Context: an optimization exercise on an open-source flow, tuned for small area, a short achievable clock period and few clock cycles per item. The choices shown serve that exercise and are no tape-out recipe. In this exercise RTL edits were held to simulation tests only and were not proved equivalent to the original. Power is estimated from default activity; no workload was simulated.

## run 1
## topModule
module topModule(
    input clock,
    input reset,
    input start,
    input [7:0] input_a,
    input [7:0] input_b,
    output reg done,
    output [7:0] result
);
==> flow/config.mk <==
export PLATFORM = sky130hd
export DESIGN_NAME = topModule
export DESIGN_NICKNAME = topModule
export VERILOG_FILES = /design/flow/design.v
export SDC_FILE = /design/flow/constraint.sdc
export NUM_CORES = 4
export LEC_CHECK = 0
export ABC_AREA = 1
export CAP_MARGIN = 20
export CORE_AREA = 2 2 68 68
export CTS_BUF_LIST = sky130_fd_sc_hd__clkbuf_2
export DIE_AREA = 0 0 70 70
export SLEW_MARGIN = 20
==> flow/constraint.sdc <==
create_clock -name core_clock -period 10.0 [get_ports {clock}]
set_input_delay 2.0000 -clock core_clock [delete_from_list [all_inputs] [get_ports {clock}]]
set_output_delay 2.0000 -clock core_clock [all_outputs]
set_load 0.01 [all_outputs]
standard.sh (not shown) runs the stock make flow with config.mk's settings and CLKGATE_MAP_FILE= SYNTH_SCRIPT=/design/flow/synth_recipe.tcl, a recipe that flattens the netlist after the stock synthesis.
==> flow/flow/run.sh <==
#!/bin/bash
# The standard layout with these changes:
#  - synthesis maps the logic with our own ABC script (flow/abc.script, area-oriented
#    mapping) instead of ORFS's, and leaves adders to ABC rather than mapping them to
#    full/half-adder cells first (MY_NO_FA). my_synth.tcl is synth_recipe.tcl with an abc
#    wrapper that swaps the script, so the rest of the synthesis (registers and their
#    names) is unchanged;
#  - the port buffers are sky130_fd_sc_hd__buf_1 instead of the slow clkdlybuf4s50_1 that
#    OpenROAD picks by default;
#  - the constant outputs share one tie cell, and CTS inserts no dummy load.
set -euo pipefail
here=$(pwd)
export MY_ABC_SCRIPT=$here/flow/abc.script
export MY_NO_FA=1
bash standard.sh finish \
  "SYNTH_SCRIPT=$here/flow/my_synth.tcl" \
  "BUFFER_PORTS_ARGS=-buffer_cell sky130_fd_sc_hd__buf_1" \
  "SKIP_REPAIR_TIE_FANOUT=1" \
  "CTS_ARGS=-sink_clustering_enable -repair_clock_nets -buf_list sky130_fd_sc_hd__clkbuf_2 -dont_use_dummy_load" > standard.log 2>&1
==> flow/flow/abc.script <==
strash
dch -f
map -a
strash
dch -f
map -D 1300
topo
==> flow/flow/my_synth.tcl <==
proc synth {args} { yosys synth -nofsm -noshare {*}$args }
# Technology mapping with our own ABC script and delay target (MY_ABC_SCRIPT, MY_ABC_D)
# instead of ORFS's; everything else in ORFS's synthesis is unchanged.
proc abc {args} {
  if {[info exists ::env(MY_ABC_SCRIPT)]} {
    set i [lsearch -exact $args -script]
    if {$i >= 0} { lset args [expr {$i + 1}] $::env(MY_ABC_SCRIPT) }
  }
  if {[info exists ::env(MY_ABC_D)]} {
    set i [lsearch -exact $args -D]
    if {$i >= 0} { lset args [expr {$i + 1}] $::env(MY_ABC_D) }
  }
  yosys abc {*}$args
}
# MY_NO_FA: leave adders to ABC instead of mapping them to full/half-adder cells first
if {[info exists ::env(MY_NO_FA)] && $::env(MY_NO_FA)} { set ::env(ADDER_MAP_FILE) "" }
source $::env(SCRIPTS_DIR)/synth.tcl
# left out here: clear keep_hierarchy, flatten, clean up, hide names made inside functions, write 1_2_yosys.v
Testbench counts of run 1, summed over its fixed seeds: cycles 12,000, items 12,000.
Edits applied to the flow inputs when going from run 1 to run 2:
-- flow/flow/abc.script --
<<< run 1, line 6
map -D 1300
>>> run 2, line 6
map -D 1400
Results
- Of run 2 and run 1, the lower via count belongs to run 1.
- Higher routability congestion estimate among run 2 and run 1: run 2
- In run 2, combinational power is higher than in run 1.
- Run 2 against run 1; final cell count without fillers is up slightly.
Modified inputs, run 3 compared to run 2
-- flow/flow/abc.script --
<<< run 2, line 6
map -D 1400
>>> run 3, line 6
map -D 1250
--- outcome ---
Run 3: first-iteration DRC count is 5 higher than what run 2 reported.
Run 2 → run 3: number of signal-net inverters in the final layout -1; layout overhead on the synthesized area +0.22 points; post-route worst setup slack +0.047 ns; part of the power in combinational logic ~0 delta.
Summary of the comparison: number of standard cells in the final layout excluding fillers is lower in run 3, relative to run 2.
Between run 2 and run 3, the flow reports power spent charging and discharging nets decreasing slightly.
| number of instances in the synthesized netlist | higher: run 2 |
Higher final estimated routing congestion in global placement goes to run 2 over run 3.

* * *

Setup of red:
topModule, a different RTL version from the one above (not shown whole).
For scale: roughly 91 cells after synthesis, roughly 9 flip-flops.
==> flow/config.mk <==
export PLATFORM = sky130hd
export DESIGN_NAME = topModule
export DESIGN_NICKNAME = topModule
export VERILOG_FILES = /design/flow/design.v
export SDC_FILE = /design/flow/constraint.sdc
export NUM_CORES = 4
export LEC_CHECK = 0
export ABC_AREA = 1
export CAP_MARGIN = 20
export CORE_AREA = 2 2 68 68
export CTS_BUF_LIST = sky130_fd_sc_hd__clkbuf_2
export DIE_AREA = 0 0 70 70
export SLEW_MARGIN = 20
==> flow/constraint.sdc <==
create_clock -name core_clock -period 10.0 [get_ports {clock}]
set_input_delay 2.0000 -clock core_clock [delete_from_list [all_inputs] [get_ports {clock}]]
set_output_delay 2.0000 -clock core_clock [all_outputs]
set_load 0.01 [all_outputs]
==> flow/flow/run.sh <==
#!/bin/bash
# The standard layout with these changes:
#  - synthesis maps the logic with our own ABC script (flow/abc.script, area-oriented
#    mapping) instead of ORFS's, and leaves adders to ABC rather than mapping them to
#    full/half-adder cells first (MY_NO_FA). my_synth.tcl is synth_recipe.tcl with an abc
#    wrapper that swaps the script, so the rest of the synthesis (registers and their
#    names) is unchanged;
#  - the port buffers are sky130_fd_sc_hd__buf_1 instead of the slow clkdlybuf4s50_1 that
#    OpenROAD picks by default;
#  - the constant outputs share one tie cell, and CTS inserts no dummy load.
set -euo pipefail
here=$(pwd)
export MY_ABC_SCRIPT=$here/flow/abc.script
export MY_NO_FA=1
bash standard.sh finish \
  "SYNTH_SCRIPT=$here/flow/my_synth.tcl" \
  "BUFFER_PORTS_ARGS=-buffer_cell sky130_fd_sc_hd__buf_1" \
  "SKIP_REPAIR_TIE_FANOUT=1" \
  "SETUP_SLACK_MARGIN=6.35" \
  "CTS_ARGS=-sink_clustering_enable -repair_clock_nets -buf_list sky130_fd_sc_hd__clkbuf_2 -dont_use_dummy_load" > standard.log 2>&1
==> flow/flow/abc.script <==
strash
dch -f
map -a
strash
dch -f
map -D 1500
topo
Scripts as last shown in full above: flow/flow/my_synth.tcl
red: all stages complete, timing, DRC and antenna checks passed
Testbench counts of red, summed over its fixed seeds: cycles 12,000, items 12,000.
## Diff of input files: blue against red
diff --git a/flow/flow/run.sh b/flow/flow/run.sh
--- a/flow/flow/run.sh
+++ b/flow/flow/run.sh
@@ -17,4 +17,3 @@
   "BUFFER_PORTS_ARGS=-buffer_cell sky130_fd_sc_hd__buf_1" \
   "SKIP_REPAIR_TIE_FANOUT=1" \
-  "SETUP_SLACK_MARGIN=6.35" \
   "CTS_ARGS=-sink_clustering_enable -repair_clock_nets -buf_list sky130_fd_sc_hd__clkbuf_2 -dont_use_dummy_load" > standard.log 2>&1
==> flow/flow/abc.script <==
strash
dch -f
map -a
strash
dch -f
map -D 1200
topo
### Flow results
blue -> red: worst hold slack flat
As far as sequential cell count goes, blue and red are indistinguishable; the numbers are identical.
The run showing the smaller required time of the worst setup path is red.
There was hardly any difference in proportion of cell area spent on the clock network between red and blue.
Per the comparison of blue with red, setup slack went down by 0.14 ns; maximum frequency went down by about 4%; power went down by 0.0043 mW.
Measured against each other, red and blue differ in total power per unit cell area, the lower figure coming from blue.
Compared with red, blue ends up with less cell area.
Compare red and blue | global-route total usage across every layer higher: red
Changes in green relative to blue:
==> flow/flow/abc.script <==
strash
dch -f
map -a
strash
dch -f
map -a
topo
Lower area added between synthesis and finish among green and blue: blue
Compared green against blue; CTS clock-pin slew for the worst setup and hold paths within noise.
Delta (green minus blue): instance area after placement now smaller; share of the cycle needed by the critical path after routing up 2.5 points; weighted congestion at the end of routability-driven global placement went up; area after synthesis now smaller.
Re routed wire length: green and blue aren't equal, and the lower value belongs to blue.
Taking blue as the reference point, the post-detailed-route wirelength per cell of green rises by 1.1 um.
Summary of green over blue: post-synthesis sequential area ratio increased 1.4 points, peak fanout along the critical path increased by 1 relative to the old numbers.
green: share of the final layout cell area in multi-input gates is 0.65 points lower than what blue reported.
Relative to green, the following input files were edited for orange:
diff --git a/flow/flow/run.sh b/flow/flow/run.sh
--- a/flow/flow/run.sh
+++ b/flow/flow/run.sh
@@ -17,3 +17,4 @@
   "BUFFER_PORTS_ARGS=-buffer_cell sky130_fd_sc_hd__buf_1" \
   "SKIP_REPAIR_TIE_FANOUT=1" \
+  "SETUP_SLACK_MARGIN=6.45" \
   "CTS_ARGS=-sink_clustering_enable -repair_clock_nets -buf_list sky130_fd_sc_hd__clkbuf_2 -dont_use_dummy_load" > standard.log 2>&1
==> flow/flow/abc.script <==
strash
dch -f
map -a
strash
dch -f
map -D 1500
topo
Findings:
orange reached the final stage; the timing, DRC and antenna checks on its layout passed. | number of global-route vias before repair | orange vs green | 3.8% lower |. Compared with green, orange shows average cell area after synthesis that has gone down slightly. Final design utilization on orange is up relative to green. Comparing orange and green, clock-cell share of area is lower on orange. Combinational power share in orange is 2.6 points higher than in green. Looking at wire length of the first global-routing pass across both flows, orange is the stronger of the two, with green trailing. The end point of the critical path comes out result[0] in one run and sum_reg[7] in the other, namely in orange and green respectively. The area growth from synthesis to final layout in orange sits 10 points above the value recorded for green. Going from green to orange, area of the mapped netlist grew slightly.
Input changes introduced in purple (baseline for comparison: orange):
diff --git a/flow/flow/run.sh b/flow/flow/run.sh
--- a/flow/flow/run.sh
+++ b/flow/flow/run.sh
@@ -17,4 +17,3 @@
   "BUFFER_PORTS_ARGS=-buffer_cell sky130_fd_sc_hd__buf_1" \
   "SKIP_REPAIR_TIE_FANOUT=1" \
-  "SETUP_SLACK_MARGIN=6.45" \
   "CTS_ARGS=-sink_clustering_enable -repair_clock_nets -buf_list sky130_fd_sc_hd__clkbuf_2 -dont_use_dummy_load" > standard.log 2>&1
--- outcome ---
purple finished end to end and its layout was clean on timing, DRC and antenna.
Total combinational power down 12% in purple wrt orange
Taking purple over orange, the number of buffers outside the clock class in the layout ratio works out to 0.885.
The global-route wire length before repair in orange is 0.923 times that in purple.
Diff orange -> purple | overall power | down by a few percent
Delta(routed wire length, purple - orange) < 0
Relative to orange, clock network area share has gone up in purple.
Diff orange -> purple | summed area of non-filler cells in the final layout | down by a little under 10%

==> port drivers added, routing unchanged <==
How much do the figures lean on ideal ports? The routed layouts below were timed once more, with nothing changed but the port constraints. Step 1: set_driving_cell puts a clkbuf_16 on clock and a buf_2 on each other input, an assumption about the parent block. Step 2 moves the port delays by t, midway between the first and last clock arrival at a register: inputs arrive t later, outputs are due t later. That takes back most of the time a late clock gives input paths. Three values: ideal ports, drivers, drivers and shift; two values: the first two.
run | t (ns) | setup slack, ns | clock arrival spread, ns
run 1 | 0.243 | 6.383 / 6.372 / 6.128 | 0.002 / 0.003
run 2 | 0.236 | 6.434 / 6.422 / 6.185 | 0.005 / 0.005
run 3 | 0.234 | 6.482 / 6.475 / 6.241 | 0.010 / 0.010
red | 0.239 | 6.538 / 6.522 / 6.333 | 0.003 / 0.002
blue | 0.235 | 6.394 / 6.390 / 6.155 | 0.002 / 0.002
green | 0.239 | 6.140 / 6.140 / 5.901 | 0.004 / 0.005
orange | 0.245 | 6.566 / 6.551 / 6.337 | 0.020 / 0.020
purple | 0.239 | 6.328 / 6.321 / 6.082 | 0.003 / 0.002
After both steps every run listed still meets setup and hold. For run 1, which loses most, drivers alone change the setup slack by -0.011 ns; drivers and shift together by -0.255 ns.
